What follows belongs to an exercise in optimizing a design on an open flow for small area, a short achievable clock period and few clock cycles; a production flow would make more cautious choices.
Only simulation tests tie the RTL to the original design; equivalence was not proved.
Power is estimated from default activity; no workload was simulated.

--- flow/config.mk ---
export PLATFORM = sky130hd
export DESIGN_NAME = AtomBones
export DESIGN_NICKNAME = AtomBones
export VERILOG_FILES = /design/flow/design.v
export SDC_FILE = /design/flow/constraint.sdc
export NUM_CORES = 8
export LEC_CHECK = 0
export CAP_MARGIN = 30
export CORE_MARGIN = 2
export CORE_UTILIZATION = 52
export SLEW_MARGIN = 20
export SYNTH_HIERARCHICAL = 1
export SYNTH_MINIMUM_KEEP_SIZE = 0
--- flow/constraint.sdc ---
create_clock -name core_clock -period 135.0 [get_ports {clk_i}]
set_input_delay 27.0000 -clock core_clock [delete_from_list [all_inputs] [get_ports {clk_i}]]
set_output_delay 27.0000 -clock core_clock [all_outputs]
set_load 0.01 [all_outputs]
--- flow/design.v ---
`timescale 1ns/1ps
`default_nettype none
module RfAoi222 (input wire a1, a2, b1, b2, c1, c2, output wire y);
    assign y = ~((a1 & a2) | (b1 & b2) | (c1 & c2));
endmodule
module RfAoi22 (input wire a1, a2, b1, b2, output wire y);
    assign y = ~((a1 & a2) | (b1 & b2));
endmodule
module RfNand4 (input wire a, b, c, d, output wire y);
    assign y = ~(a & b & c & d);
endmodule
module RfNand3 (input wire a, b, c, output wire y);
    assign y = ~(a & b & c);
endmodule
module RfOr3 (input wire a, b, c, output wire y);
    assign y = a | b | c;
endmodule
module RfRdBit (input wire [30:0] s, input wire [30:0] d, output wire y);
    wire [10:0] t;
    genvar k;
    generate
        for (k = 0; k < 9; k = k + 1) begin : a3
            RfAoi222 u (.a1(s[3*k]), .a2(d[3*k]), .b1(s[3*k+1]), .b2(d[3*k+1]),
                        .c1(s[3*k+2]), .c2(d[3*k+2]), .y(t[k]));
        end
    endgenerate
    RfAoi22 u9  (.a1(s[27]), .a2(d[27]), .b1(s[28]), .b2(d[28]), .y(t[9]));
    RfAoi22 u10 (.a1(s[29]), .a2(d[29]), .b1(s[30]), .b2(d[30]), .y(t[10]));
    wire n0, n1, n2;
    RfNand4 v0 (.a(t[0]), .b(t[1]), .c(t[2]),  .d(t[3]), .y(n0));
    RfNand4 v1 (.a(t[4]), .b(t[5]), .c(t[6]),  .d(t[7]), .y(n1));
    RfNand3 v2 (.a(t[8]), .b(t[9]), .c(t[10]), .y(n2));
    RfOr3   w  (.a(n0), .b(n1), .c(n2), .y(y));
endmodule
module RegisterFile
(
    input   wire            Clk_i,
    input   wire            Rst_i,
    input   wire    [4:0]   Ra_Sel_i,
    output  wire    [31:0]  Ra_o,
    input   wire    [4:0]   Rb_Sel_i,
    output  wire    [31:0]  Rb_o,
    input   wire            Data_We_i,
    input   wire    [4:0]   Rd_Sel_i,
    input   wire    [31:0]  Data_i
);
    reg [31:1] valid;
    wire [31:0] regs [1:31];
    genvar g, b;
    generate
        for (g = 1; g < 32; g = g + 1) begin : r
            reg [31:0] q;
            always @(posedge Clk_i)
                if (Data_We_i && Rd_Sel_i == g)
                    q <= Data_i;
            assign regs[g] = q;
        end
    endgenerate
    always @(posedge Clk_i) begin
        if (Rst_i)
            valid <= 31'd0;
        else if (Data_We_i && Rd_Sel_i != 5'd0)
            valid[Rd_Sel_i] <= 1'b1;
    end
    wire [30:0] sa, sb;
    generate
        for (g = 1; g < 32; g = g + 1) begin : sel
            assign sa[g-1] = (Ra_Sel_i == g) & valid[g];
            assign sb[g-1] = (Rb_Sel_i == g) & valid[g];
        end
        for (b = 0; b < 32; b = b + 1) begin : rd
            wire [30:0] col;
            for (g = 1; g < 32; g = g + 1) begin : c
                assign col[g-1] = regs[g][b];
            end
            RfRdBit pa (.s(sa), .d(col), .y(Ra_o[b]));
            RfRdBit pb (.s(sb), .d(col), .y(Rb_o[b]));
        end
    endgenerate
endmodule
`default_nettype none
module MdBoothCell (input wire one, two, ng, a, am1, output wire y);
    assign y = ((one & a) | (two & am1)) ^ ng;
endmodule
module MulDiv
(
    input   wire            clk_i,
    input   wire            rst_i,
    input   wire    [31:0]  a_i,         
    input   wire    [31:0]  b_i,         
    input   wire    [2:0]   f3_i,        
    input   wire            go_i,        
    output  wire            done_o,      
    output  wire    [31:0]  res_o,
    input   wire    [31:0]  p_i,
    input   wire    [31:0]  q_i,
    output  wire    [31:0]  q_o,         
    output  wire    [31:0]  sh_x_o,      
    output  wire    [4:0]   sh_s_o,
    input   wire    [31:0]  sh_y_i
);
    function [32:0] rc_add;
        input [32:0] a, b;
        input        c;
        integer k;
        reg cy;
        begin
            cy = c;
            for (k = 0; k < 33; k = k + 1) begin
                rc_add[k] = a[k] ^ b[k] ^ cy;
                cy = (a[k] & b[k]) | (cy & (a[k] ^ b[k]));
            end
        end
    endfunction
    reg         act;         
    wire [31:0] P = p_i;     
    wire [31:0] Q = q_i;     
    reg [31:0]  Bs;          
    reg [5:0]   cnt;         
    wire first  = ~act;
    wire is_div = f3_i[2];
    wire is_mul   = (f3_i[1:0] == 2'b00);
    wire a_signed = (f3_i[1:0] == 2'b01) | (f3_i[1:0] == 2'b10);
    wire corr     = ~is_mul & ~(f3_i[1:0] == 2'b01) & b_i[31];    
    wire [35:0] bx = {3'b000, b_i, 1'b0};
    wire [8:0]  g0 = bx[8:0];
    wire [8:0]  g1 = bx[16:8];
    wire [8:0]  g2 = bx[24:16];
    wire [8:0]  g3 = bx[32:24];
    wire nz1 = ~((g1 == 9'h000) | (g1 == 9'h1ff));
    wire nz2 = ~((g2 == 9'h000) | (g2 == 9'h1ff));
    wire nz3 = ~((g3 == 9'h000) | (g3 == 9'h1ff));
    wire [2:0] k0 = nz3 ? 3'd3 : nz2 ? 3'd2 : nz1 ? 3'd1 : 3'd0;
    wire [2:0] didx = first ? (is_mul ? k0 : 3'd0) : cnt[2:0];
    reg  [8:0] g;
    always @(*) begin
        case (didx)
            3'd0:    g = g0;
            3'd1:    g = g1;
            3'd2:    g = g2;
            3'd3:    g = g3;
            default: g = 9'b000000010;       
        endcase
    end
    wire [32:0] A33 = {a_signed & a_i[31], a_i};
    wire [39:0] pp [0:3];
    wire [3:0]  pneg;
    genvar gj;
    generate
        for (gj = 0; gj < 4; gj = gj + 1) begin : booth
            wire b2 = g[2*gj+2];
            wire b1 = g[2*gj+1];
            wire b0 = g[2*gj];
            wire bone = b1 ^ b0;
            wire btwo = (b2 & ~b1 & ~b0) | (~b2 & b1 & b0);
            wire bng = b2 & ~(b1 & b0);
            wire [33:0] mx;
            wire [34:0] ae = {A33[32], A33, 1'b0};
            genvar gb;
            for (gb = 0; gb < 34; gb = gb + 1) begin : sel
                MdBoothCell u (.one(bone), .two(btwo), .ng(bng), .a(ae[gb+1]), .am1(ae[gb]), .y(mx[gb]));
            end
            wire [39:0] e  = {{6{mx[33]}}, mx};
            assign pp[gj]   = e << (2 * gj);
            assign pneg[gj] = bng;
        end
    endgenerate
    wire [39:0] X = first  ? 40'd0 :
                    is_mul ? {8'd0, P[23:0], 8'd0} :
                             {{8{P[31]}}, P};
    wire [39:0] nb = {33'd0, pneg[3], 1'b0, pneg[2], 1'b0, pneg[1], 1'b0, pneg[0]};
    wire [39:0] s1, c1, s2, c2, s3, c3, s4, c4;
    assign s1 = X ^ pp[0] ^ pp[1];
    assign c1 = {((X & pp[0]) | (pp[1] & (X ^ pp[0]))), 1'b0} ;
    assign s2 = pp[2] ^ pp[3] ^ nb;
    assign c2 = {((pp[2] & pp[3]) | (nb & (pp[2] ^ pp[3]))), 1'b0};
    assign s3 = s1 ^ c1 ^ s2;
    assign c3 = {((s1 & c1) | (s2 & (s1 ^ c1))), 1'b0};
    assign s4 = s3 ^ c3 ^ c2;
    assign c4 = {((s3 & c3) | (c2 & (s3 ^ c3))), 1'b0};
    wire [39:0] S;
    wire        clo;
    wire [19:0] shi0, shi1;
    wire [32:0] slo  = rc_add({13'd0, s4[19:0]},  {13'd0, c4[19:0]},  1'b0);
    wire [32:0] sh0x = rc_add({13'd0, s4[39:20]}, {13'd0, c4[39:20]}, 1'b0);
    wire [32:0] sh1x = rc_add({13'd0, s4[39:20]}, {13'd0, c4[39:20]}, 1'b1);
    assign S[19:0] = slo[19:0];
    assign clo  = slo[20];
    assign shi0 = sh0x[19:0];
    assign shi1 = sh1x[19:0];
    assign S[39:20] = clo ? shi1 : shi0;
    wire        noshift  = is_mul | (didx == 3'd4);
    wire        mul_done = is_mul ? (didx == 3'd0) : ((didx == 3'd3) & ~corr) | (didx == 3'd4);
    wire [31:0] mul_res  = noshift ? S[31:0] : S[39:8];
    wire [2:0]  mul_cnt  = is_mul ? didx - 3'd1 : didx + 3'd1;
    wire sgn = ~f3_i[0];
    wire rem = f3_i[1];
    wire sa  = sgn & a_i[31];
    wire sb  = sgn & b_i[31];
    wire neg = rem ? sa : (sa ^ sb);
    wire fix = ~first & (cnt == 6'd0);       
    wire [32:0] t1 = {1'b0, P} - {1'b0, Bs};
    wire        q1 = ~t1[32];
    wire [31:0] R1 = q1 ? t1[31:0] : P;
    wire [32:0] t2x = rc_add({1'b0, R1}, {1'b0, ~{1'b0, Bs[31:1]}}, 1'b1);
    wire [31:0] t2  = t2x[31:0];
    wire        q2  = t2x[32];
    wire [31:0] R2 = q2 ? t2 : R1;
    wire        two = |cnt[5:1];
    wire [31:0] Rn = two ? R2 : R1;
    wire [31:0] Qn = two ? {Q[29:0], q1, q2} : {Q[30:0], q1};
    wire [31:0] raw = rem ? Rn : Qn;
    wire [31:0] nin  = first ? a_i : (rem ? P : Q);
    wire [31:0] nout, bneg;
    wire [32:0] na, nb2;
    assign na[0]  = 1'b1;
    assign nb2[0] = 1'b1;
    genvar gn;
    generate
        for (gn = 0; gn < 32; gn = gn + 1) begin : negs
            assign nout[gn]  = ~nin[gn] ^ na[gn];
            assign na[gn+1]  = ~nin[gn] & na[gn];
            assign bneg[gn]  = ~b_i[gn] ^ nb2[gn];
            assign nb2[gn+1] = ~b_i[gn] & nb2[gn];
        end
    endgenerate
    wire [31:0] amag = sa ? nout : a_i;
    wire [31:0] bmag = sb ? bneg : b_i;
    function [5:0] bitlen;
        input [31:0] x;
        integer k;
        begin
            bitlen = 6'd0;
            for (k = 0; k < 32; k = k + 1)
                if (x[k]) bitlen = k[5:0] + 6'd1;
        end
    endfunction
    wire [5:0] la = bitlen(amag);
    wire [5:0] lb = bitlen(bmag);
    wire       bz = ~|b_i;
    wire       a_lt_b = (la < lb);
    wire [5:0] s6 = la - lb;
    assign sh_x_o = bmag;
    assign sh_s_o = s6[4:0];
    wire [5:0] cnt_dec = cnt - (two ? 6'd2 : 6'd1);
    wire div_done = first ? (bz | a_lt_b) : (fix | (~two | (cnt == 6'd2)) & ~neg);
    wire [31:0] div_res = first ? ((rem | ~bz) ? (rem ? a_i : 32'd0) : 32'hffffffff)
                                : (fix ? nout : raw);
    assign done_o = is_div ? div_done : mul_done;
    assign res_o  = is_div ? (div_done ? div_res : (first ? amag : Rn)) : mul_res;
    assign q_o    = first ? 32'd0 : Qn;
    always @(posedge clk_i) begin
        if (rst_i)
            act <= 1'b0;
        else if (go_i)
            act <= ~done_o;
    end
    always @(posedge clk_i) begin
        if (go_i) begin
            if (is_div) begin
                if (first) begin
                    Bs  <= sh_y_i;
                    cnt <= s6 + 6'd1;
                end else begin
                    Bs  <= {2'b00, Bs[31:2]};
                    cnt <= cnt_dec;
                end
            end else begin
                cnt <= {3'd0, mul_cnt};
            end
        end
    end
endmodule
`default_nettype none
module CSR_Unit
(
    input   wire            clk_i,
    input   wire            rst_i,
    input   wire [11:0]     addr_i,
    output  wire [31:0]     data_o
);
    reg [63:0]  csr_cycle;
    wire [64:0] cy;
    assign cy[0] = 1'b1;
    genvar i;
    generate
        for (i = 0; i < 64; i = i + 1) begin : inc
            assign cy[i+1] = cy[i] & csr_cycle[i];
        end
    endgenerate
    always @(posedge clk_i) begin
        if (rst_i)
            csr_cycle <= 64'd0;
        else
            csr_cycle <= csr_cycle ^ cy[63:0];
    end
    assign data_o = (addr_i == 12'hc00) ? csr_cycle[31:0] :
                    (addr_i == 12'hc80) ? csr_cycle[63:32] : 32'd0;
endmodule
`default_nettype none
module AtomRV
(
    input   wire            clk_i,
    input   wire            rst_i,
    output  wire    [31:0]  imem_addr_o,
    input   wire    [31:0]  imem_data_i,
    output  wire            imem_valid_o,
    input   wire            imem_ack_i,
    output  wire    [31:0]  dmem_addr_o,
    input   wire    [31:0]  dmem_data_i,
    output  wire    [31:0]  dmem_data_o,
    output  wire     [3:0]  dmem_sel_o,
    output  wire            dmem_we_o,
    output  wire            dmem_valid_o,
    input   wire            dmem_ack_i
);
    function [32:0] rc_add;
        input [32:0] a, b;
        input        c;
        integer k;
        reg cy;
        begin
            cy = c;
            for (k = 0; k < 33; k = k + 1) begin
                rc_add[k] = a[k] ^ b[k] ^ cy;
                cy = (a[k] & b[k]) | (cy & (a[k] ^ b[k]));
            end
        end
    endfunction
    function [31:0] reverse32;
        input [31:0] x;
        integer k;
        begin
            for (k = 0; k < 32; k = k + 1)
                reverse32[31-k] = x[k];
        end
    endfunction
    reg  [31:2] pc_f;
    reg         fetch_en;
    reg         v_e;
    reg  [31:0] ir;
    reg  [31:2] pc_e;
    reg         p_e;         
    reg         m_v;         
    reg         m_we;        
    reg         m_wen;       
    reg         m_load;
    reg  [31:0] m_addr;
    reg  [31:0] m_data;      
    reg  [3:0]  m_sel;
    reg  [4:0]  m_rd;
    reg  [3:0]  m_lb0;
    reg         m_l1w, m_l1h, m_lhi;
    reg  [3:0]  m_ssel;
    wire [4:0]  rd, rs1, rs2;
    wire [2:0]  f3;
    wire        is_lui, is_auipc, is_jal, is_jalr, is_br, is_ld, is_st, is_op, is_md, is_sys;
    wire        rd_we, use1, use2, sub, sra;
    wire [31:0] imm, bimm;
    wire [4:0] opc   = ir[6:2];
    assign rd  = ir[11:7];
    assign rs1 = ir[19:15];
    assign rs2 = ir[24:20];
    assign f3  = ir[14:12];
    assign is_lui   = (opc == 5'b01101);
    assign is_auipc = (opc == 5'b00101);
    assign is_jal   = (opc == 5'b11011);
    assign is_jalr  = (opc == 5'b11001);
    assign is_br    = (opc == 5'b11000);
    assign is_ld    = (opc == 5'b00000);
    assign is_st    = (opc == 5'b01000);
    wire   is_opimm = (opc == 5'b00100);
    wire   is_opall = (opc == 5'b01100);
    assign is_op    = is_opall & ~ir[25];
    assign is_md    = is_opall &  ir[25];
    assign is_sys   = (opc == 5'b11100);
    assign rd_we = (rd != 5'd0) &
                   (is_lui | is_auipc | is_jal | is_jalr | is_ld | is_opimm | is_opall | is_sys);
    assign use1  = ~(is_lui | is_auipc | is_jal);
    assign use2  = is_opall | is_st | is_br;
    assign sub   = is_br | ((is_opall | is_opimm) & (f3 == 3'b010 | f3 == 3'b011)) |
                   (is_opall & ir[30] & (f3 == 3'b000));
    assign sra   = ir[30];
    wire [31:0] imm_i = {{20{ir[31]}}, ir[31:20]};
    wire [31:0] imm_s = {{20{ir[31]}}, ir[31:25], ir[11:7]};
    wire [31:0] imm_u = {ir[31:12], 12'd0};
    wire [31:0] imm_j = {{12{ir[31]}}, ir[19:12], ir[20], ir[30:21], 1'b0};
    assign imm  = is_st ? imm_s : (is_lui | is_auipc) ? imm_u : is_jal ? imm_j : imm_i;
    assign bimm = {{20{ir[31]}}, ir[7], ir[30:25], ir[11:8], 1'b0};
    wire [31:0] rf1, rf2;
    wire [31:0] ld_val;
    wire        rf_we = m_wen;
    wire [31:0] rf_wd = m_load ? ld_val : m_data;
    RegisterFile rf
    (
        .Clk_i      (clk_i),
        .Rst_i      (rst_i),
        .Ra_Sel_i   (rs1),
        .Ra_o       (rf1),
        .Rb_Sel_i   (rs2),
        .Rb_o       (rf2),
        .Data_We_i  (rf_we),
        .Rd_Sel_i   (m_rd),
        .Data_i     (rf_wd)
    );
    wire m_fwd = m_wen & ~m_load;
    wire [31:0] rs1v = (m_fwd && m_rd == rs1) ? m_data : rf1;
    wire [31:0] rs2v = (m_fwd && m_rd == rs2) ? m_data : rf2;
    wire load_use = m_wen & m_load & ((use1 && m_rd == rs1) || (use2 && m_rd == rs2));
    wire csr_wait = is_sys & m_v;
    wire md_done;
    wire md_go    = v_e & is_md & ~m_v & ~load_use;
    wire ex_want  = v_e & ~load_use & ~csr_wait & ~(is_md & (m_v | ~md_done));
    wire mem_free = ~m_v | dmem_ack_i;
    wire ex_go    = ex_want & mem_free;
    wire ex_free  = ~v_e | ex_go;
    wire [31:0] pc_e32 = {pc_e, 2'b00};
    wire [31:0] op_a = is_lui ? 32'd0 : ((is_auipc | is_jal) ? pc_e32 : rs1v);
    wire [31:0] op_b = (is_op | is_md | is_br) ? rs2v : imm;
    wire [31:0] alu_res, sum, shift_out;
    wire        eq, lt, ltu;
    wire [31:0] md_sh_x;
    wire [4:0]  md_sh_s;
    wire [31:0] md_res;
    wire [31:0] md_q;
    wire [32:0] sum33 = rc_add({1'b0, op_a}, {1'b0, op_b ^ {32{sub}}}, sub);
    assign sum = sum33[31:0];
    wire carry = sum33[32];
    wire [31:0] x_ab = op_a ^ op_b;
    assign eq  = ~|x_ab;
    assign ltu = ~carry;
    assign lt  = (op_a[31] ^ op_b[31]) ? op_a[31] : sum[31];
    wire [2:0]  alu_f3 = (is_op | ~is_md & (ir[4] & ~ir[2])) ? f3 : 3'b000;
    wire        sh_left = is_md | (alu_f3 == 3'b001);
    wire [31:0] sh_src  = is_md ? md_sh_x : op_a;
    wire [4:0]  sh_amt  = is_md ? md_sh_s : op_b[4:0];
    wire [31:0] sh_in   = sh_left ? reverse32(sh_src) : sh_src;
    wire        sh_fill = sra & ~sh_left & sh_src[31];
    /*verilator lint_off UNUSEDSIGNAL*/
    wire [32:0] sh_out  = $signed({sh_fill, sh_in}) >>> sh_amt;
    /*verilator lint_on UNUSEDSIGNAL*/
    assign shift_out = sh_left ? reverse32(sh_out[31:0]) : sh_out[31:0];
    reg [31:0] alu_r;
    always @(*) begin
        case (alu_f3)
            3'b000:  alu_r = sum;
            3'b001:  alu_r = shift_out;
            3'b010:  alu_r = {31'd0, lt};
            3'b011:  alu_r = {31'd0, ltu};
            3'b100:  alu_r = x_ab;
            3'b101:  alu_r = shift_out;
            3'b110:  alu_r = op_a | op_b;
            default: alu_r = op_a & op_b;
        endcase
    end
    assign alu_res = alu_r;
    MulDiv muldiv
    (
        .clk_i      (clk_i),
        .rst_i      (rst_i),
        .a_i        (rs1v),
        .b_i        (rs2v),
        .f3_i       (f3),
        .go_i       (md_go),
        .done_o     (md_done),
        .res_o      (md_res),
        .p_i        (m_data),
        .q_i        (m_addr),
        .q_o        (md_q),
        .sh_x_o     (md_sh_x),
        .sh_s_o     (md_sh_s),
        .sh_y_i     (shift_out)
    );
    wire [32:0] tsum33 = rc_add({3'd0, pc_e}, {3'd0, p_e ? 30'd1 : bimm[31:2]}, 1'b0);
    wire [31:2] tsum   = tsum33[29:0];
    wire br_cond = (f3[2] ? (f3[1] ? ltu : lt) : eq) ^ f3[0];
    wire taken   = is_jal | is_jalr | (is_br & (br_cond ^ p_e));
    wire [31:2] target = is_br ? tsum : sum[31:2];
    wire [31:0] csr_val;
    CSR_Unit csr_unit
    (
        .clk_i      (clk_i),
        .rst_i      (rst_i),
        .addr_i     (ir[31:20]),
        .data_o     (csr_val)
    );
    reg [31:0] ex_res;
    always @(*) begin
        if (is_st)
            ex_res = f3[1] ? rs2v : (f3[0] ? {2{rs2v[15:0]}} : {4{rs2v[7:0]}});
        else if (is_jal | is_jalr)
            ex_res = {pc_f, 2'b00};      
        else if (is_sys)
            ex_res = csr_val;
        else if (is_md)
            ex_res = md_res;
        else
            ex_res = alu_res;
    end
    reg [3:0] ld_lb0, ld_ssel;
    always @(*) begin
        case (f3[1:0])
            2'b00:   ld_lb0 = 4'b0001 << sum[1:0];
            2'b01:   ld_lb0 = sum[1] ? 4'b0100 : 4'b0001;
            default: ld_lb0 = 4'b0001;
        endcase
        case ({f3[2], f3[1:0]})
            3'b000:  ld_ssel = 4'b0001 << sum[1:0];
            3'b001:  ld_ssel = sum[1] ? 4'b1000 : 4'b0010;
            default: ld_ssel = 4'b0000;
        endcase
    end
    reg [3:0] st_sel;
    always @(*) begin
        case (f3[1:0])
            2'b00:   st_sel = 4'b0001 << sum[1:0];
            2'b01:   st_sel = sum[1] ? 4'b1100 : 4'b0011;
            default: st_sel = 4'b1111;
        endcase
    end
    wire redirect = ex_go & taken;
    wire [31:2] pc_inc;
    wire [30:0] pcc;
    assign pcc[0] = 1'b1;
    genvar gi;
    generate
        for (gi = 0; gi < 30; gi = gi + 1) begin : pcinc
            assign pc_inc[gi+2] = pc_f[gi+2] ^ pcc[gi];
            assign pcc[gi+1]    = pc_f[gi+2] & pcc[gi];
        end
    endgenerate
    wire fetched  = fetch_en & imem_ack_i;
    wire [31:0] fi = imem_data_i;
    wire        f_bwd = (fi[6:2] == 5'b11000) & fi[31];
    wire [10:0] f_off = {fi[31], fi[7], fi[30:25], fi[11:9]};
    wire [11:0] f_lo  = {1'b0, pc_f[12:2]} + {1'b0, f_off};
    wire [31:13] pc_hi_dec;
    wire [19:0] phb;
    assign phb[0] = 1'b1;
    genvar gh;
    generate
        for (gh = 0; gh < 19; gh = gh + 1) begin : hidec
            assign pc_hi_dec[gh+13] = pc_f[gh+13] ^ phb[gh];
            assign phb[gh+1]        = ~pc_f[gh+13] & phb[gh];
        end
    endgenerate
    wire [31:2] f_target = {f_lo[11] ? pc_f[31:13] : pc_hi_dec, f_lo[10:0]};
    assign imem_addr_o  = {pc_f, 2'b00};
    assign imem_valid_o = fetch_en;
    always @(posedge clk_i) begin
        if (rst_i) begin
            fetch_en <= 1'b0;
            pc_f     <= 30'd0;
            v_e      <= 1'b0;
        end else begin
            fetch_en <= 1'b1;
            if (redirect) begin
                pc_f <= target;
                v_e  <= 1'b0;
            end else if (ex_free) begin
                v_e  <= fetched;
                if (fetched)
                    pc_f <= f_bwd ? f_target : pc_inc;
            end
        end
    end
    always @(posedge clk_i) begin
        if (ex_free) begin
            ir   <= imem_data_i;
            pc_e <= pc_f;
            p_e  <= f_bwd;
        end
    end
    always @(posedge clk_i) begin
        if (rst_i) begin
            m_v   <= 1'b0;
            m_wen <= 1'b0;
        end else if (mem_free) begin
            m_v   <= ex_want & (is_ld | is_st);
            m_wen <= ex_want & rd_we;
        end
    end
    always @(posedge clk_i) begin
        if (mem_free) begin
            m_we   <= is_st;
            m_load <= is_ld;
            m_addr <= is_md ? md_q : sum;
            m_data <= ex_res;
            m_sel  <= st_sel;
            m_rd   <= rd;
            m_lb0  <= ld_lb0;
            m_l1w  <= f3[1] | (f3[0] & ~sum[1]);
            m_l1h  <= ~f3[1] & f3[0] & sum[1];
            m_lhi  <= f3[1];
            m_ssel <= ld_ssel;
        end
    end
    assign dmem_valid_o = m_v;
    assign dmem_we_o    = m_we;
    assign dmem_addr_o  = {m_addr[31:2], 2'b00};
    assign dmem_sel_o   = m_sel;
    assign dmem_data_o  = m_data;
    wire [31:0] d = dmem_data_i;
    wire        ld_sign = |(m_ssel & {d[31], d[23], d[15], d[7]});
    wire [7:0]  ld_b0 = ({8{m_lb0[0]}} & d[7:0])   | ({8{m_lb0[1]}} & d[15:8]) |
                        ({8{m_lb0[2]}} & d[23:16]) | ({8{m_lb0[3]}} & d[31:24]);
    wire [7:0]  ld_b1 = m_l1w ? d[15:8] : (m_l1h ? d[31:24] : {8{ld_sign}});
    wire [15:0] ld_hi = m_lhi ? d[31:16] : {16{ld_sign}};
    assign ld_val = {ld_hi, ld_b1, ld_b0};
endmodule
`default_nettype none
 module AtomBones
(
    input   wire    clk_i,
    input   wire    rst_i,
    output  wire    [31:0]  imem_addr_o,     
    input   wire    [31:0]  imem_data_i,     
    output  wire            imem_valid_o,    
    input   wire            imem_ack_i,      
    output  wire    [31:0]  dmem_addr_o,     
    input   wire    [31:0]  dmem_data_i,     
    output  wire    [31:0]  dmem_data_o,     
    output  wire    [3:0]   dmem_sel_o,      
    output  wire            dmem_we_o,       
    output  wire            dmem_valid_o,    
    input   wire            dmem_ack_i       
);
    AtomRV atom_core
    (
        .clk_i          (clk_i),   
        .rst_i          (rst_i),   
        .imem_addr_o    (imem_addr_o),   
        .imem_data_i    (imem_data_i),   
        .imem_valid_o   (imem_valid_o),   
        .imem_ack_i     (imem_ack_i),   
        .dmem_addr_o    (dmem_addr_o),   
        .dmem_data_i    (dmem_data_i),   
        .dmem_data_o    (dmem_data_o),   
        .dmem_sel_o     (dmem_sel_o),   
        .dmem_we_o      (dmem_we_o),   
        .dmem_valid_o   (dmem_valid_o),   
        .dmem_ack_i     (dmem_ack_i)
    );
endmodule
--- flow/flow/run.sh ---
#!/bin/bash
# Layout flow: the standard flow (standard.sh) with repair_timing asked to
# work the paths to and from the ports down to a 28.6 ns period (setup
# margin 106.4 ns at the 135 ns clock), no gate cloning, faster port
# buffers, and a clock tree of smaller buffers without dummy loads.
# Tool output goes to standard.log here.
bash standard.sh SETUP_SLACK_MARGIN=106.4 SKIP_GATE_CLONING=1 \
  "BUFFER_PORTS_ARGS=-buffer_cell sky130_fd_sc_hd__buf_2" \
  "CTS_ARGS=-sink_clustering_enable -repair_clock_nets -dont_use_dummy_load -buf_list {sky130_fd_sc_hd__clkbuf_4 sky130_fd_sc_hd__clkbuf_8}" \
  finish > standard.log 2>&1
--- flow/standard.sh ---
#!/bin/bash
# synth_recipe.tcl (not shown) runs the flow's synth.tcl, then flattens the netlist and writes it again
# the make line also repeats each setting of config.mk as NAME=value (left out here)
make -C /OpenROAD-flow-scripts/flow DESIGN_CONFIG=/design/flow/config.mk WORK_HOME=/design/flow/orfs CLKGATE_MAP_FILE= SYNTH_SCRIPT=/design/flow/synth_recipe.tcl "${@:-finish}"
==> results.toml, run 1 <==
[routing]
dr_wl_met2_mm = 169
detail-route-antenna-nets = 0
drcViolationCount = 0
route.vias.total = 75260
drt-total-wl_mm = 409
first_pass_iters = 14
avgViaCountPerCell = 7.59
routedWlPerCell_um = 41.2
met1Wirelength_mm = 137
drtIter0Drc = 14906
top_layer_used = "met5"
wl_met3_mm = 58.8

[yosys]
synth_edf_count = 1176
ys_seq_area_frac = 0.456
syn_inst = 7358
avgSynthCellArea_um2 = 11.3
ys_warn_count = 10
syn-cell-area_mm2 = 0.0832
ys.flop_type = "edfxtp_1"
ys_ff_latch = 1306
ys_types = 114
synthArstFlopShare = 0

[cells_and_area]
nNetsFinal = 8438
drive_above_1_share = 0.189
final_core_util = 0.586
nFillCells = 13375
area_delta_synth_final_pct = 11.7
layout_common_cells = "edfxtp_1, a222oi_1, inv_1"
layout_commonest_cell = "edfxtp_1"

[flow_run]
maxCapViolCount = 0

[critical_path]
crit_start = "imem_data_i[4]"
cp.required_ns = 135.80
rr_startpoint = "atom_core.ir[23]"
r2r_slack_ns = 107.07
cp-endpoint = "atom_core.pc_f[31]"
rr_worst_depth = 82
cp_max_fo = 3
r2r_end = "atom_core.m_data[31]"
worstPathArrival_ns = 29.92
critPathLaunchType = "primary input"
cp-end-kind = "flop"
crit_type = "primary input to flop"

[cts]
clk_latency_ns = 1.04
cts_buffers = 213
htree_levels = 4
clk_pin_slew_ns = 0.06
cts_tree = "built"
cts_buffer_depth = 3
cts.sinks = 1306
cts_root_buffer = "clkbuf_8"

[sta]
fmax_ghz = 0.0343
fin_crit_ns = 29.12
skew_ns = 0.140
fin_crit_sh = 0.216
setup_viol = 0
worst_slew_pin_slew_ns = 1.33
tns_ns = 0
hold_viol = 0
rsz0062_at_grt = "yes"
slew_violations = 0
maxSlewHeadroom = 0.115

[floorplanning]
die_h_um = 404
die_area_mm2 = 0.163
io_pins = 171
die_x_um = 404
core-area_mm2 = 0.159
num_rows = 146
initial_utilization = 0.525

[worst_hold_path]
hp-start = "atom_core.csr_unit.csr_cycle[0]"
hold_depth = 1
min_path_type = "flop to flop"

[global_routing]
antenna_found_initial = 44
grt_pass1_wl_mm = 554
grt-ovfl-total = 0
grt_start_max_net_pins = 91
grt_pass1_vias = 69984
track_usage = 0.489

[placed_design]
portBuffers = 164
hpwl_mm = 276
gp_congestion = 1.12

[outcome]
outcome = "timing/DRC/antenna clean"

[pwr]
ir_drop_v = 0.0000110
powerDensity_mw_per_mm2 = 11.9
total_leakage_power_nw = 34.5
## Yosys stat by module (local to each module, per instance), a selection
module,times used,flip-flops and latches,cell area (um^2)
RfNand3,64,0,5.00
RfNand4,128,0,6.26
AtomRV,1,180,19900
RegisterFile,1,1023,32200
MdBoothCell,136,0,21.3
CSR_Unit,1,64,3330
MulDiv,1,39,16100
RfAoi222,576,0,10.0
RfAoi22,128,0,12.5
RfOr3,64,0,6.26
## repair_timing
item | 4_1_cts | 5_1_grt
setup buffers | 76 | 17
endpoints found under the setup margin | 116 | 177
cloned | 0 | 0
resized for setup | 137 | 52
pin swaps | 8 | 39
hold buffers | 0 | 0
## cell type report
cell class	instances	area, um^2	share of cell area
tap	2072	2590	0.0279
timing repair buffer	603	4710	0.0506
inverter	467	1760	0.0189
sequential	1306	38000	0.409
clock buffer	213	2930	0.0315
multi-input combinational	5226	42900	0.461
antenna	33	82.6	0.000888
## per-layer routing
metal,track usage,vias up
met5,0,-
met2,0.700,6517
met3,0.168,1590
met4,0.413,20
met1,0.592,36963
li1,-,30170
## power by group
part | switching, W | internal, W
clock network | 0.000148 | 0.000137
logic | 0.000231 | 0.0000990
registers | 0.0000134 | 0.000478
## worst max-delay path: stages
cell and delay, ns:
buf_6 0.10, nor4b_4 0.27, nand3_2 0.12, buf_12 0.15, or4_4 0.45, or4_4 0.44, or4_4 0.45, or3_4 0.38
nor3_2 0.11, a21oi_1 0.07, nor2_1 0.15, xnor2_1 0.14, a21boi_1 0.09
## cells in the mapped netlist, types with 35 or more instances
master,n,area (um^2)
a21o_1,56,420
buf_1,47,176
and2_1,40,250
inv_1,461,1730
a211oi_1,88,661
a31oi_1,61,382
or3_1,78,488
a21oi_1,383,1920
ha_1,321,4020
nand4_1,157,982
nor3_1,99,495
a22oi_1,47,353
buf_4,40,300
xnor2_1,231,2020
and3_1,84,526
fa_1,232,4640
a22oi_2,264,3300
dfxtp_1,130,2600
edfxtp_1,1176,35300
nor2_1,473,1780
a221oi_1,49,429
buf_2,49,245
nor2b_1,114,713
nand3_1,159,796
a222oi_1,594,5950
nand2b_1,36,225
o21ai_0,279,1400
mux2i_1,229,2290
clkbuf_1,221,830
o22ai_1,87,544
nand2_1,441,1660
mux2_2,78,878
o211ai_1,35,263
## logic make-up after synthesis
family                     count (synthesis)  share of synthesized area
AOI/OAI and AO/OA                       2264                      0.221
xor gates and xnor gates                 258                     0.0274
adders and majority gates                553                      0.104
buffers and inverters                    832                     0.0408
DFF                                     1306                      0.456
muxes                                    319                     0.0408
other                                      2                  0.0000903
and+or+nand+nor                         1824                      0.110
## state kept, by name (all words and copies together), names as in the netlist, 31 cells and up
| name | count |
|---|---|
| atom_core.muldiv.Bs | 32 |
| atom_core.m_data | 32 |
| atom_core.m_addr | 32 |
| atom_core.rf.valid | 31 |
| atom_core.rf.r.q | 992 |
| atom_core.csr_unit.csr_cycle | 64 |
## how the worst min path moves through the flow
stage	to	slack, ns
final	atom_core.csr_unit.csr_cycle[0]	0.45
after floorplan	atom_core.csr_unit.csr_cycle[0]	0.42
after global placement	atom_core.csr_unit.csr_cycle[0]	0.43
after detailed placement	atom_core.csr_unit.csr_cycle[0]	0.44
after CTS	atom_core.csr_unit.csr_cycle[0]	0.45
after global routing	atom_core.csr_unit.csr_cycle[0]	0.48
## per-stage QoR
stage               hold WS (ns)  setup WS [ns]  cells  area, um^2  power, W
global placement           0.433         104.79   9555       88200  0.000779
global route               0.485         105.80   9895       92900   0.00113
floorplan                  0.417         105.26   7364       83500  0.000646
detailed placement         0.440         104.78   9573       88400  0.000784
CTS                        0.454         105.95   9862       92500   0.00108
finish                     0.452         105.88   9920       93000   0.00111
Testbench counts, summed over its fixed seeds: cycles 515,098.
==> run 2: changes to the inputs <==
--- a/flow/config.mk
+++ b/flow/config.mk
@@ -7,7 +7,7 @@
 export LEC_CHECK = 0
 export CAP_MARGIN = 30
 export CORE_MARGIN = 2
-export CORE_UTILIZATION = 52
+export CORE_UTILIZATION = 45
 export SLEW_MARGIN = 20
 export SYNTH_HIERARCHICAL = 1
 export SYNTH_MINIMUM_KEEP_SIZE = 0
==> results.toml, run 2 <==
[cts]
cts_buffers = 216
cts_root_buffer = "clkbuf_8"
cts.sinks = 1306
cts_tree = "built"
htree_levels = 4
cts_buffer_depth = 3
clk_latency_ns = 1.09
clk_pin_slew_ns = 0.05

[sta]
fin_crit_sh = 0.215
rsz0062_at_grt = "yes"
fmax_ghz = 0.0344
maxSlewHeadroom = 0.201
tns_ns = 0
slew_violations = 0
worst_slew_pin_slew_ns = 1.20
hold_viol = 0
setup_viol = 0
skew_ns = 0.167
fin_crit_ns = 29.06

[routing]
drtIter0Drc = 13098
routedWlPerCell_um = 40.8
drt-total-wl_mm = 422
first_pass_iters = 13
avgViaCountPerCell = 7.23
route.vias.total = 74701
detail-route-antenna-nets = 0
drcViolationCount = 0

[yosys]
synth.top_cell.area_share = 0.425
ys_types = 114
ys.flop_type = "edfxtp_1"
synthArstFlopShare = 0
ys_ff_latch = 1306
yosysMostFrequentCell = "edfxtp_1"
avgSynthCellArea_um2 = 11.3
ys_warn_count = 10
syn_inst = 7358
yosys-top-cells-area = "edfxtp_1, a222oi_1, fa_1, ha_1, a22oi_2"
ys_seq_area_frac = 0.456
synth_commonest_cells = "edfxtp_1, a222oi_1, nor2_1"
synth_edf_count = 1176
synth_top_area_cell = "edfxtp_1"
syn-cell-area_mm2 = 0.0832

[cells_and_area]
largest_reg_flops = 992
layout_commonest_cell = "edfxtp_1"
nNetsFinal = 8476
area_delta_synth_final_pct = 12.8
nFillCells = 16604
layout_common_cells = "edfxtp_1, a222oi_1, inv_1"
drive_above_1_share = 0.194
top_register = "atom_core.rf.r.q"
reg_top3 = "atom_core.rf.r.q: 992 flops, atom_core.csr_unit.csr_cycle: 64 flops"
final_core_util = 0.511

[critical_path]
crit_type = "primary input to flop"
cp_max_fo = 3
cp.required_ns = 135.81
cp-end-kind = "flop"
rr_startpoint = "atom_core.ir[22]"
crit_start = "imem_data_i[3]"
critPathLaunchType = "primary input"
worstPathArrival_ns = 29.87

[global_routing]
grt_pass1_wl_mm = 570
grt_start_max_net_pins = 75
grt-ovfl-total = 0
use_met1 = 0.516
use_met2 = 0.647
grtUsageMet3 = 0.132
track_usage = 0.438
antenna_found_initial = 43
grt_pass1_vias = 70751
busiest_layer = "met2"

[floorplanning]
num_rows = 157
core-area_mm2 = 0.183
initial_utilization = 0.453
die_h_um = 434
die_area_mm2 = 0.188
io_pins = 171
die_x_um = 434

[pwr]
total_leakage_power_nw = 34.8
ir_drop_v = 0.0000106
finalPower_w = 0.00112
powerDensity_mw_per_mm2 = 12.0

[placed_design]
portBuffers = 164
hpwl_mm = 291
gp_congestion = 1.11

[flow_run]
maxCapViolCount = 0

[worst_hold_path]
min_path_type = "flop to flop"
hp-start = "atom_core.csr_unit.csr_cycle[0]"

[outcome]
outcome = "timing/DRC/antenna clean"
[run 2: cell types whose count changed in the layout (fill, tap and decap cells not counted), sizes merged]
| cell | change |
|---|---|
| buf | +35 |
| clkinv | +1 |
| diode | -11 |
| clkbuf | +3 |
| clkinvlp | -1 |
[run 2: cells by family (layout without fill, tap and decap cells)]
group,count (synthesis),in the layout,share of synthesized area
other,2,30,0.0000903
XOR/XNOR,258,258,0.0274
adder cells (fa/ha/maj),553,553,0.104
AND/OR/NAND/NOR,1824,1824,0.110
buffers and inverters,832,1321,0.0408
flip-flops,1306,1306,0.456
AO/OA/AOI/OAI,2264,2264,0.221
multiplexers,319,319,0.0408
[run 2: per-stage QoR]
stage / hold WS (ns) / worst slack [ns] / area, um^2 / instances
floorplan: 0.417 / 105.26 / 83500 / 7364
global placement: 0.430 / 104.54 / 89000 / 9980
detailed placement: 0.437 / 104.53 / 89100 / 9987
CTS: 0.448 / 106.01 / 93300 / 10282
global route: 0.471 / 105.86 / 93800 / 10321
finish: 0.444 / 105.94 / 93800 / 10339
[run 2: area by class of cell]
cell class                 count  area [um^2]  share of cell area
antenna                       22         55.1            0.000587
timing repair buffer         638         5010              0.0534
inverter                     467         1760              0.0187
sequential                  1306        38000               0.405
multi-input combinational   5226        42900               0.458
clock buffer                 216         2970              0.0317
tap                         2464         3080              0.0329
[run 2: worst max-delay path, cell delays in order]
cell and delay [ns]:
buf_6 0.10, nor4b_4 0.36, nand3_4 0.17, or4_4 0.45, or4_4 0.45, buf_6 0.14, buf_6 0.11, buf_6 0.10
buf_6 0.10, or3_4 0.36, nor3_4 0.14, a21oi_1 0.08, nor2_1 0.11, xnor2_1 0.13, a21boi_1 0.07
[run 2: report_power, final]
part / leakage, nW / internal [W] / switching, W
clock network: 1.55 / 0.000139 / 0.000153
registers: 12.0 / 0.000478 / 0.0000100
logic: 21.2 / 0.000100 / 0.000244
total: 34.8 / 0.000717 / 0.000407
[run 2: worst paths after layout]
check | cells after the start | slack [ns] | to
setup / recovery | 15 | 105.94 | atom_core.pc_f[26]
hold / removal | 1 | 0.44 | atom_core.csr_unit.csr_cycle[0]
setup reg to reg | 81 | 107.08 | atom_core.m_data[30]
hold reg to reg | 1 | 0.44 | atom_core.csr_unit.csr_cycle[0]
[run 2: what timing repair did]
action                     4_1_cts  5_1_grt
hold buffers                     0        0
resized for setup              157       54
setup endpoints to repair      100       58
setup buffers                   79       18
pin swaps                       16       42
[run 2: per-layer routing]
layer / part of all wire / up-vias
met5: 0.00095 / -
met4: 0.11 / 38
met3: 0.12 / 1564
met2: 0.43 / 5810
met1: 0.34 / 37040
li1: - / 30249
[run 2: Yosys stat by module, one instance, submodules excluded, a selection]
module / flops+latches / area [um^2] / copies in the design
RegisterFile: 1023 / 32200 / 1
AtomRV: 180 / 19900 / 1
MulDiv: 39 / 16100 / 1
CSR_Unit: 64 / 3330 / 1
MdBoothCell: 0 / 21.3 / 136
RfAoi22: 0 / 12.5 / 128
RfAoi222: 0 / 10.0 / 576
RfNand4: 0 / 6.26 / 128
RfOr3: 0 / 6.26 / 64
RfNand3: 0 / 5.00 / 64
==> run 3: changes to the inputs <==
--- a/flow/design.v
+++ b/flow/design.v
@@ -298,6 +298,22 @@
                     (addr_i == 12'hc80) ? csr_cycle[63:32] : 32'd0;
 endmodule
 `default_nettype none
+module FetchPred
+(
+    input   wire [31:0]  fi_i,
+    input   wire [31:2]  pc_i,
+    input   wire [31:13] pc_hi_dec_i,
+    output  wire         bwd_o,
+    output  wire [31:2]  target_o
+);
+    assign bwd_o = (fi_i[6:2] == 5'b11000) & fi_i[31];
+    wire [10:0] off = {fi_i[31], fi_i[7], fi_i[30:25], fi_i[11:9]};
+    wire [11:0] lo  = {1'b0, pc_i[12:2]} + {1'b0, off};
+    assign target_o = {lo[11] ? pc_i[31:13] : pc_hi_dec_i, lo[10:0]};
+endmodule
+module PcMux (input wire a, b, s, output wire y);
+    assign y = s ? a : b;
+endmodule
 module AtomRV
 (
     input   wire            clk_i,
@@ -530,10 +546,6 @@
         end
     endgenerate
     wire fetched  = fetch_en & imem_ack_i;
-    wire [31:0] fi = imem_data_i;
-    wire        f_bwd = (fi[6:2] == 5'b11000) & fi[31];
-    wire [10:0] f_off = {fi[31], fi[7], fi[30:25], fi[11:9]};
-    wire [11:0] f_lo  = {1'b0, pc_f[12:2]} + {1'b0, f_off};
     wire [31:13] pc_hi_dec;
     wire [19:0] phb;
     assign phb[0] = 1'b1;
@@ -544,26 +556,43 @@
             assign phb[gh+1]        = ~pc_f[gh+13] & phb[gh];
         end
     endgenerate
-    wire [31:2] f_target = {f_lo[11] ? pc_f[31:13] : pc_hi_dec, f_lo[10:0]};
+    wire        f_bwd;
+    wire [31:2] f_target;
+    FetchPred fpred
+    (
+        .fi_i       (imem_data_i),
+        .pc_i       (pc_f),
+        .pc_hi_dec_i(pc_hi_dec),
+        .bwd_o      (f_bwd),
+        .target_o   (f_target)
+    );
     assign imem_addr_o  = {pc_f, 2'b00};
     assign imem_valid_o = fetch_en;
     always @(posedge clk_i) begin
         if (rst_i) begin
             fetch_en <= 1'b0;
-            pc_f     <= 30'd0;
             v_e      <= 1'b0;
         end else begin
             fetch_en <= 1'b1;
-            if (redirect) begin
-                pc_f <= target;
+            if (redirect)
                 v_e  <= 1'b0;
-            end else if (ex_free) begin
+            else if (ex_free)
                 v_e  <= fetched;
-                if (fetched)
-                    pc_f <= f_bwd ? f_target : pc_inc;
-            end
         end
     end
+    wire [31:2] pc_base = rst_i ? 30'd0 :
+                          redirect ? target :
+                          (ex_free & fetched) ? pc_inc : pc_f;
+    wire        take_pred = ~rst_i & ~redirect & ex_free & fetched & f_bwd;
+    wire [31:2] pc_next;
+    genvar gp;
+    generate
+        for (gp = 2; gp < 32; gp = gp + 1) begin : pcmux
+            PcMux u (.a(f_target[gp]), .b(pc_base[gp]), .s(take_pred), .y(pc_next[gp]));
+        end
+    endgenerate
+    always @(posedge clk_i)
+        pc_f <= pc_next;
     always @(posedge clk_i) begin
         if (ex_free) begin
             ir   <= imem_data_i;
--- a/flow/config.mk
+++ b/flow/config.mk
@@ -7,7 +7,7 @@
 export LEC_CHECK = 0
 export CAP_MARGIN = 30
 export CORE_MARGIN = 2
-export CORE_UTILIZATION = 45
+export CORE_UTILIZATION = 40
 export SLEW_MARGIN = 20
 export SYNTH_HIERARCHICAL = 1
 export SYNTH_MINIMUM_KEEP_SIZE = 0
==> results.toml, run 3 <==
[pwr]
powerDensity_mw_per_mm2 = 12.0
total_leakage_power_nw = 35.0
ir_drop_v = 0.0000125

[yosys]
yosysMostFrequentCell = "edfxtp_1"
synth_top_area_cell = "edfxtp_1"
synthArstFlopShare = 0
synth.top_cell.area_share = 0.416
avgSynthCellArea_um2 = 11.2
ys_ff_latch = 1306
ys.flop_type = "edfxtp_1"
yosys-top-cells-area = "edfxtp_1, a222oi_1, fa_1, ha_1, a22oi_2"
ys_seq_area_frac = 0.447
synth_edf_count = 1176
ys_types = 126
syn-cell-area_mm2 = 0.0848
ys_warn_count = 10
syn_inst = 7554
synth_commonest_cells = "edfxtp_1, a222oi_1, inv_1"

[floorplanning]
die_area_mm2 = 0.216
num_rows = 169
io_pins = 171
die_h_um = 465
core-area_mm2 = 0.211
initial_utilization = 0.401
die_x_um = 465

[global_routing]
antenna_found_initial = 39
grt_pass1_vias = 71519
grt-ovfl-total = 0
grt_pass1_wl_mm = 575
grt_start_max_net_pins = 125
track_usage = 0.381

[cells_and_area]
area_delta_synth_final_pct = 12.2
nNetsFinal = 8654
reg_top3 = "atom_core.rf.r.q: 992 flops, atom_core.csr_unit.csr_cycle: 64 flops"
largest_reg_flops = 992
drive_above_1_share = 0.184
layout_common_cells = "edfxtp_1, a222oi_1, inv_1"
layout_commonest_cell = "edfxtp_1"
top_register = "atom_core.rf.r.q"

[critical_path]
slowest_delay_ns = 0.54
worstPathArrival_ns = 1.70
path_buf_inv = 1
crit_slowest_cell = "edfxtp_1"
r2r_slack_ns = 107.19
crit_chain = "buf_2"
cpLargestDelayFamily = "flip-flops"
cp-end-kind = "output pin"
r2r_end = "atom_core.m_data[31]"
rr_worst_depth = 80
rr_startpoint = "atom_core.ir[24]"
critPathLaunchType = "flop"
crit_type = "flop to output pin"
cp_max_fo = 2
cp.required_ns = 108.00

[worst_hold_path]
hold_path_end = "atom_core.rf.valid[15]"
hp-start = "atom_core.rf.valid[15]"
hold_depth = 2
min_path_type = "flop to flop"

[sta]
worst_slew_pin_slew_ns = 1.21
setup_viol = 0
fin_crit_ns = 28.70
hold_slack_ns = 0.483
hold_viol = 0
maxSlewHeadroom = 0.187
fmax_ghz = 0.0348
tns_ns = 0
rsz0062_at_grt = "yes"
slew_violations = 0
skew_ns = 0.165
fin_crit_sh = 0.213

[routing]
drcViolationCount = 0
route.vias.total = 75317
drtIter0Drc = 12729
avgViaCountPerCell = 6.95
routedWlPerCell_um = 39.2
detail-route-antenna-nets = 0
first_pass_iters = 13
drt-total-wl_mm = 425

[cts]
cts_root_buffer = "clkbuf_8"
clk_latency_ns = 1.04
cts.sinks = 1306
htree_levels = 4
cts_buffers = 213
cts_tree = "built"
cts_buffer_depth = 3
clk_pin_slew_ns = 0.06
hold_buffers = 0

[flow_run]
maxCapViolCount = 0

[placed_design]
portBuffers = 164
gp_congestion = 1.07
hpwl_mm = 297

[outcome]
outcome = "timing/DRC/antenna clean"
[run 3: changes by cell type after synthesis, sizes merged, moves of 21 or more]
cell,previous run,this run
o22ai,87,64
nor2b,114,93
o211ai,35,68
xor2,25,47
inv,465,515
mux2,84,109
o21ai,302,346
xnor2,232,192
a22oi,311,337
mux2i,230,251
ha,321,355
[run 3: worst max-delay path by stage]
stage                                    start                       to  cells past startpoint
final                     atom_core.m_data[31]          dmem_data_o[31]                      1
after global routing      atom_core.m_data[31]          dmem_data_o[31]                      1
after global placement         dmem_data_i[23]  atom_core.rf.r[7].q[25]                      6
after detailed placement       dmem_data_i[23]  atom_core.rf.r[5].q[21]                      6
after floorplan                     dmem_ack_i       atom_core.pc_f[10]                      6
after CTS                 atom_core.m_addr[31]          dmem_addr_o[31]                      1
[run 3: cell type report]
class	count	area (um^2)
Timing Repair Buffer	603	4710
Clock buffer	213	2930
Sequential cell	1306	38000
Multi-Input combinational cell	5359	44000
Antenna cell	24	60.1
Tap cell	2821	3530
Inverter	516	1940
Fill cell	19923	116000
[run 3: logic make-up (layout without fill, tap and decap cells)]
kind of cell | Yosys count | after routing | synth area share
buffers and inverters | 895 | 1332 | 0.0434
flip-flops | 1306 | 1306 | 0.447
adder cells (fa/ha/maj) | 588 | 588 | 0.107
XOR/XNOR | 240 | 240 | 0.0250
AO/OA/AOI/OAI | 2323 | 2323 | 0.222
multiplexers | 361 | 361 | 0.0459
other | 2 | 32 | 0.0000885
AND/OR/NAND/NOR | 1839 | 1839 | 0.110
[run 3: metrics by stage]
step / area, um^2 / util / std cells / setup slack, ns / power [W]
after floorplan: 85000 / - / 7560 / 104.66 / 0.000660
after global placement: 90800 / 0.430 / 10509 / 105.35 / 0.000815
after detailed placement: 90900 / 0.430 / 10524 / 105.32 / 0.000820
after CTS: 95000 / 0.449 / 10805 / 106.28 / 0.00113
after global routing: 95100 / 0.450 / 10825 / 106.29 / 0.00117
final: 95200 / 0.450 / 10842 / 106.30 / 0.00115
[run 3: power breakdown]
group	leakage, nW	internal, W	switching, W
combinational	21.5	0.000107	0.000258
clock	1.53	0.000137	0.000152
sequential	12.0	0.000479	0.0000127
[run 3: metal layers]
layer  track usage  vias to the layer above  share of wire  routed length (um)
met1         0.454                    37704           0.35              149000
met3         0.103                     1293           0.12               49600
li1              -                    30924              -                   -
met5       0.00290                        -        0.00084                 358
met4         0.294                       24          0.095               40600
met2         0.582                     5372           0.44              186000
[run 3: modules after synthesis (local to each module, per instance), a selection]
module	flops+latches	cells
RegisterFile	1023	1316
AtomRV	180	2507
MulDiv	39	2102
FetchPred	0	86
PcMux	0	1
RfAoi22	0	1
RfOr3	0	1
[run 3: what timing repair did]
action                     CTS  global route
pin swaps                    0             2
gates cloned                 0             0
resized for setup          153             4
buffers inserted            68             7
setup endpoints to repair  253            74
Testbench counts of run 3, summed over its fixed seeds: cycles 515,098.
==> run 4: changes to the inputs <==
--- a/flow/config.mk
+++ b/flow/config.mk
@@ -7,7 +7,7 @@
 export LEC_CHECK = 0
 export CAP_MARGIN = 30
 export CORE_MARGIN = 2
-export CORE_UTILIZATION = 40
+export CORE_UTILIZATION = 45
 export SLEW_MARGIN = 20
 export SYNTH_HIERARCHICAL = 1
 export SYNTH_MINIMUM_KEEP_SIZE = 0
==> results.toml, run 4 <==
[routing]
detail-route-antenna-nets = 0
route.vias.total = 75326
routedWlPerCell_um = 38.9
drtIter0Drc = 13538
drcViolationCount = 0
avgViaCountPerCell = 7.17
first_pass_iters = 13
drt-total-wl_mm = 409

[pwr]
total_leakage_power_nw = 34.9
powerDensity_mw_per_mm2 = 12.1
ir_drop_v = 0.0000159

[cts]
clk_latency_ns = 1.04
hold_buffers = 0
cts_buffer_depth = 3
clk_pin_slew_ns = 0.06
cts.sinks = 1306
cts_buffers = 211
htree_levels = 4
cts_root_buffer = "clkbuf_8"
cts_tree = "built"

[critical_path]
path_buf_inv = 2
critPathLaunchType = "flop"
cp.required_ns = 108.00
worstPathArrival_ns = 1.78
cp-endpoint = "dmem_data_o[11]"
crit_start = "atom_core.m_data[11]"
crit_slowest_cell = "edfxtp_1"
crit_chain = "buf_12 > buf_6"
cpLargestDelayFamily = "flip-flops"
rr_startpoint = "atom_core.ir[20]"
rr_worst_depth = 82
cp_num_cells = 2
r2r_slack_ns = 107.44
cp_max_fo = 2
r2r_end = "atom_core.m_data[31]"
slowest_delay_ns = 0.52
cp-end-kind = "output pin"
crit_type = "flop to output pin"

[sta]
rsz0062_at_grt = "yes"
worst_slew_pin_slew_ns = 1.32
hold_viol = 0
fmax_ghz = 0.0347
setup_viol = 0
fin_crit_sh = 0.213
skew_ns = 0.193
timing.final.ws_setup_ns = 106.22
tns_ns = 0
maxSlewHeadroom = 0.115
fin_crit_ns = 28.78
slew_violations = 0

[worst_hold_path]
min_path_type = "flop to flop"

[cells_and_area]
fin_cells = 10507
nNetsFinal = 8638
top_register = "atom_core.rf.r.q"
layout_commonest_cell = "edfxtp_1"
reg_top3 = "atom_core.rf.r.q: 992 flops, atom_core.csr_unit.csr_cycle: 64 flops"
largest_reg_flops = 992
layout_common_cells = "edfxtp_1, a222oi_1, inv_1"
final_area_mm2 = 0.0946
area_delta_synth_final_pct = 11.5
drive_above_1_share = 0.182

[placed_design]
dp_worst_setup_slack_ns = 105.19
place_inst = 10176
hpwl_mm = 282
portBuffers = 164
gp_congestion = 1.12
placed_area_mm2 = 0.0903

[outcome]
outcome = "timing/DRC/antenna clean"

[floorplanning]
core-area_mm2 = 0.188
die_h_um = 438
initial_utilization = 0.452
die_x_um = 438
num_rows = 159
die_area_mm2 = 0.192
io_pins = 171

[yosys]
synth_top_area_cell = "edfxtp_1"
synth_edf_count = 1176
ys_ff_latch = 1306
avgSynthCellArea_um2 = 11.2
syn-cell-area_mm2 = 0.0848
synthArstFlopShare = 0
synth_commonest_cells = "edfxtp_1, a222oi_1, inv_1"
yosysMostFrequentCell = "edfxtp_1"
ys.flop_type = "edfxtp_1"
ys_types = 126
synth.top_cell.area_share = 0.416
syn_inst = 7554
ys_warn_count = 10
ys_seq_area_frac = 0.447
yosys-top-cells-area = "edfxtp_1, a222oi_1, fa_1, ha_1, a22oi_2"

[global_routing]
grt_start_max_net_pins = 116
antenna_found_initial = 37
grt_pass1_wl_mm = 557
grt_pass1_vias = 70583
track_usage = 0.414
grt-ovfl-total = 0

[flow_run]
maxCapViolCount = 0
[run 4: layout make-up]
type                            count  area (um^2)
Antenna cell                       31         77.6
Sequential cell                  1306        38000
Fill cell                       16964        93000
Clock buffer                      211         2900
Timing Repair Buffer              589         4530
Inverter                          516         1940
Tap cell                         2495         3120
Multi-Input combinational cell   5359        44000
[run 4: how the worst min path moves through the flow]
stage	start	to	slack (ns)	depth (start not counted)
6_report	atom_core.csr_unit.csr_cycle[0]	atom_core.csr_unit.csr_cycle[0]	0.44	1
5_1_grt	atom_core.csr_unit.csr_cycle[0]	atom_core.csr_unit.csr_cycle[0]	0.49	1
4_1_cts	atom_core.csr_unit.csr_cycle[0]	atom_core.csr_unit.csr_cycle[0]	0.45	1
3_5_place_dp	atom_core.csr_unit.csr_cycle[0]	atom_core.csr_unit.csr_cycle[0]	0.44	1
3_3_place_gp	atom_core.csr_unit.csr_cycle[0]	atom_core.csr_unit.csr_cycle[0]	0.43	1
2_1_floorplan	atom_core.csr_unit.csr_cycle[0]	atom_core.csr_unit.csr_cycle[0]	0.42	1
[run 4: repair_timing]
action / 4_1_cts / 5_1_grt
buffers inserted: 83 / 4
setup endpoints to repair: 120 / 73
gates resized for setup: 147 / 5
pin swaps: 1 / 0
[run 4: where the power goes]
group / total [W] / internal, W / switching, W
clock network: 0.000285 / 0.000136 / 0.000148
logic: 0.000364 / 0.000106 / 0.000258
registers: 0.000493 / 0.000479 / 0.0000136
total: 0.00114 / 0.000721 / 0.000420
[run 4: modules after synthesis (local to each module, per instance), excerpt]
module | copies in the design | cells | flops+latches
CSR_Unit | 1 | 281 | 64
MulDiv | 1 | 2102 | 39
PcMux | 30 | 1 | 0
RfAoi22 | 128 | 1 | 0
RfAoi222 | 576 | 1 | 0
AtomRV | 1 | 2507 | 180
RfNand4 | 128 | 1 | 0
RfNand3 | 64 | 1 | 0
MdBoothCell | 136 | 2 | 0
FetchPred | 1 | 86 | 0
RfOr3 | 64 | 1 | 0
[run 4: kinds of logic after synthesis]
kind of cell	after synthesis	synth area share
AO/OA/AOI/OAI	2323	0.222
AND/OR/NAND/NOR	1839	0.110
flip-flops	1306	0.447
buffers and inverters	895	0.0434
adder cells (fa/ha/maj)	588	0.107
multiplexers	361	0.0459
XOR/XNOR	240	0.0250
other	2	0.0000885
[run 4: metrics by stage]
step / util / hold slack (ns) / total power [W]
after global placement: 0.481 / 0.429 / 0.000812
after global routing: 0.504 / 0.491 / 0.00116
final: 0.504 / 0.444 / 0.00114
after CTS: 0.503 / 0.447 / 0.00112
after floorplan: - / 0.417 / 0.000660
after detailed placement: 0.481 / 0.436 / 0.000815
[run 4: worst reg2reg max path, delay by kind of cell, from the launching register on]
kind,cells,cell delay (ns)
fa+ha+maj,41,16.86
compound gates,14,4.13
flops,1,0.81
xor+xnor,4,0.73
buf+inv,11,1.71
simple gates,12,3.07
[run 4: per-layer routing]
| layer | wire, um | share of wire | GRT usage |
|---|---|---|---|
| met5 | 154 | 0.00038 | 0 |
| met2 | 175000 | 0.43 | 0.617 |
| met4 | 40500 | 0.099 | 0.332 |
| met1 | 141000 | 0.35 | 0.499 |
| met3 | 51600 | 0.13 | 0.122 |
==> run 5: changes to the inputs <==
==> flow/flow/run.sh (replaced) <==
#!/bin/bash
# Layout flow: the standard flow (standard.sh) with repair_timing asked to
# work the paths to and from the ports down to a 28.7 ns period (setup
# margin 106.3 ns at the 135 ns clock), no gate cloning, faster port
# buffers, and a clock tree of smaller buffers without dummy loads.
# Tool output goes to standard.log here.
bash standard.sh SETUP_SLACK_MARGIN=106.3 SKIP_GATE_CLONING=1 \
  "BUFFER_PORTS_ARGS=-buffer_cell sky130_fd_sc_hd__buf_2" \
  "CTS_ARGS=-sink_clustering_enable -repair_clock_nets -dont_use_dummy_load -buf_list {sky130_fd_sc_hd__clkbuf_4 sky130_fd_sc_hd__clkbuf_8}" \
  finish > standard.log 2>&1
==> results.toml, run 5 <==
[outcome]
outcome = "timing/DRC/antenna clean"

[global_routing]
track_usage = 0.413
grt-ovfl-total = 0
antenna_found_initial = 35
grt_start_max_net_pins = 116
grt_pass1_wl_mm = 556
grt_pass1_vias = 70439

[critical_path]
crit_chain = "buf_12 > buf_6"
critPathLaunchType = "flop"
crit_slowest_cell = "edfxtp_1"
cp_max_fo = 3
cp-end-kind = "output pin"
crit_type = "flop to output pin"
cpLargestDelayFamily = "flip-flops"
slowest_delay_ns = 0.54
cp.required_ns = 108.00
worstPathArrival_ns = 1.81
path_buf_inv = 2

[yosys]
yosys-top-cells-area = "edfxtp_1, a222oi_1, fa_1, ha_1, a22oi_2"
yosysMostFrequentCell = "edfxtp_1"
synth_commonest_cells = "edfxtp_1, a222oi_1, inv_1"
ys_types = 126
synth.top_cell.area_share = 0.416
synth_top_area_cell = "edfxtp_1"
syn-cell-area_mm2 = 0.0848
ys_seq_area_frac = 0.447
syn_inst = 7554
ys_ff_latch = 1306
synthArstFlopShare = 0
avgSynthCellArea_um2 = 11.2
ys.flop_type = "edfxtp_1"
ys_warn_count = 10
synth_edf_count = 1176

[cells_and_area]
largest_reg_flops = 992
nNetsFinal = 8597
multi_input_area_mm2 = 0.0440
fin_cells = 10460
drive_above_1_share = 0.177
top_register = "atom_core.rf.r.q"
layout_common_cells = "edfxtp_1, a222oi_1, inv_1"
final_area_mm2 = 0.0941
regArea_mm2 = 0.0380
final_core_util = 0.502
layout_commonest_cell = "edfxtp_1"
nFillCells = 17001
area_delta_synth_final_pct = 10.9
reg_top3 = "atom_core.rf.r.q: 992 flops, atom_core.csr_unit.csr_cycle: 64 flops"

[pwr]
finalPower_w = 0.00113
total_leakage_power_nw = 34.7
powerDensity_mw_per_mm2 = 12.1
ir_drop_v = 0.0000160

[floorplanning]
initial_utilization = 0.452
die_x_um = 438
io_pins = 171
core-area_mm2 = 0.188
die_area_mm2 = 0.192
die_h_um = 438
num_rows = 159

[routing]
routedWlPerCell_um = 39.0
avgViaCountPerCell = 7.20
drcViolationCount = 0
drtIter0Drc = 13357
first_pass_iters = 14
route.vias.total = 75322
detail-route-antenna-nets = 0
drt-total-wl_mm = 408

[placed_design]
hpwl_mm = 282
portBuffers = 164
placed_area_mm2 = 0.0903
gp_congestion = 1.12
place_inst = 10176

[sta]
rsz0062_at_grt = "yes"
skew_ns = 0.185
fmax_ghz = 0.0347
hold_viol = 0
setup_viol = 0
fin_crit_ns = 28.81
slew_violations = 0
maxSlewHeadroom = 0.212
fin_crit_sh = 0.213
worst_slew_pin_slew_ns = 1.17
tns_ns = 0

[cts]
cts.sinks = 1306
cts_tree = "built"
hold_buffers = 0
htree_levels = 4
clk_latency_ns = 1.04
cts_buffer_depth = 3
clk_pin_slew_ns = 0.06
cts_buffers = 211
cts_root_buffer = "clkbuf_8"

[flow_run]
maxCapViolCount = 0

[worst_hold_path]
min_path_type = "flop to flop"
## run 5: path summary, 6_finish.rpt
kind / startpoint / endpoint / slack [ns] / cells after the start
setup / recovery: atom_core.m_data[11] / dmem_data_o[11] / 106.19 / 2
hold / removal: atom_core.csr_unit.csr_cycle[0] / atom_core.csr_unit.csr_cycle[0] / 0.44 / 1
setup reg to reg: atom_core.ir[20] / atom_core.m_data[31] / 107.15 / 82
hold reg to reg: atom_core.csr_unit.csr_cycle[0] / atom_core.csr_unit.csr_cycle[0] / 0.44 / 1
## run 5: repair_timing
| item | 4_1_cts | 5_1_grt |
|---|---|---|
| endpoints found under the setup margin | 87 | 31 |
| gates resized for setup | 105 | 6 |
| pin swaps | 1 | 0 |
| hold endpoints to repair | 0 | 0 |
| buffers inserted | 44 | 2 |
## run 5: layout make-up
| class | count | area share |
|---|---|---|
| inverter | 516 | 0.0206 |
| sequential | 1306 | 0.403 |
| tap | 2495 | 0.0332 |
| multi-input combinational | 5359 | 0.467 |
| antenna | 25 | 0.000665 |
| clock buffer | 211 | 0.0309 |
| timing repair buffer | 548 | 0.0439 |
## run 5: logic make-up (layout without fill, tap and decap cells)
| logic type | count (synthesis) | in the layout | synth area share |
|---|---|---|---|
| AO/OA/AOI/OAI | 2323 | 2323 | 0.222 |
| AND/OR/NAND/NOR | 1839 | 1839 | 0.110 |
| flip-flops | 1306 | 1306 | 0.447 |
| buffers and inverters | 895 | 1275 | 0.0434 |
| adder cells (fa/ha/maj) | 588 | 588 | 0.107 |
| multiplexers | 361 | 361 | 0.0459 |
| XOR/XNOR | 240 | 240 | 0.0250 |
| other | 2 | 33 | 0.0000885 |
## run 5: worst reg2reg max path: cells and delay by family, from the launching register on
| family | cells | cell delay (ns) |
|---|---|---|
| adder cells (fa/ha/maj) | 41 | 16.85 |
| AO/OA/AOI/OAI | 13 | 3.65 |
| AND/OR/NAND/NOR | 12 | 3.06 |
| buffers and inverters | 11 | 1.78 |
| flip-flops | 1 | 0.78 |
| multiplexers | 1 | 0.74 |
| XOR/XNOR | 4 | 0.73 |
## run 5: per-module statistics from Yosys (local to each module, per instance), excerpt
| module | cells inside | cell area, um^2 | flops+latches | copies in the design |
|---|---|---|---|---|
| MulDiv | 2102 | 16300 | 39 | 1 |
| RfNand4 | 1 | 6.26 | 0 | 128 |
| RfAoi222 | 1 | 10.0 | 0 | 576 |
| RfNand3 | 1 | 5.00 | 0 | 64 |
| RegisterFile | 1316 | 32200 | 1023 | 1 |
| FetchPred | 86 | 749 | 0 | 1 |
| CSR_Unit | 281 | 3330 | 64 | 1 |
| RfAoi22 | 1 | 12.5 | 0 | 128 |
| MdBoothCell | 2 | 21.3 | 0 | 136 |
| RfOr3 | 1 | 6.26 | 0 | 64 |
| AtomRV | 2507 | 20100 | 180 | 1 |
| PcMux | 1 | 15.0 | 0 | 30 |
## run 5: where the power goes
group	internal [W]	switching, W
logic	0.000101	0.000254
clock network	0.000136	0.000149
registers	0.000480	0.0000154
## run 5: per-stage QoR
step           setup slack, ns  hold WS (ns)
4_1_cts                 106.02         0.447
2_1_floorplan           104.66         0.417
3_5_place_dp            105.19         0.436
6_report                106.19         0.443
5_1_grt                 106.21         0.491
3_3_place_gp            105.24         0.429
## run 5: per-layer routing
| metal | vias up | wire [um] | part of all wire | GRT usage |
|---|---|---|---|---|
| met5 | - | 151 | 0.00037 | 0 |
| met2 | 5750 | 175000 | 0.43 | 0.615 |
| met4 | 22 | 40100 | 0.098 | 0.328 |
| met3 | 1363 | 51500 | 0.13 | 0.122 |
| li1 | 30794 | - | - | - |
| met1 | 37393 | 141000 | 0.35 | 0.497 |

[re-timing with driven ports]
No port has a modelled driver above. Below, the same layouts with a new extraction and two added sets of constraints.
Step 1 (the two cells are an assumption about what drives the block):
set clk [get_ports {clk_i}]
set_driving_cell -lib_cell sky130_fd_sc_hd__clkbuf_16 $clk
set_driving_cell -lib_cell sky130_fd_sc_hd__buf_2 [delete_from_list [all_inputs] $clk]
Step 2 also shifts input and output timing later by t, the mid clock arrival at the registers, as if the neighbouring blocks saw the same clock.
a / b / c = no drivers / after step 1 / after step 2; a / b = the first two.
run	t, ns	slack for setup (ns)	worst data-port slew with drivers (ns)
run 1	1.063	105.877 / 105.939 / 104.876	0.06
run 2	1.099	105.935 / 105.991 / 104.893	0.05
run 3	1.038	106.302 / 106.216 / 105.425	0.11
run 4	1.030	106.219 / 106.133 / 105.492	0.05
run 5	1.041	106.192 / 106.101 / 105.421	0.05
After both steps setup and hold are still met in every run listed. The setup slack of run 2, which loses most, moves by +0.056 ns with the drivers and by -1.042 ns with both steps.
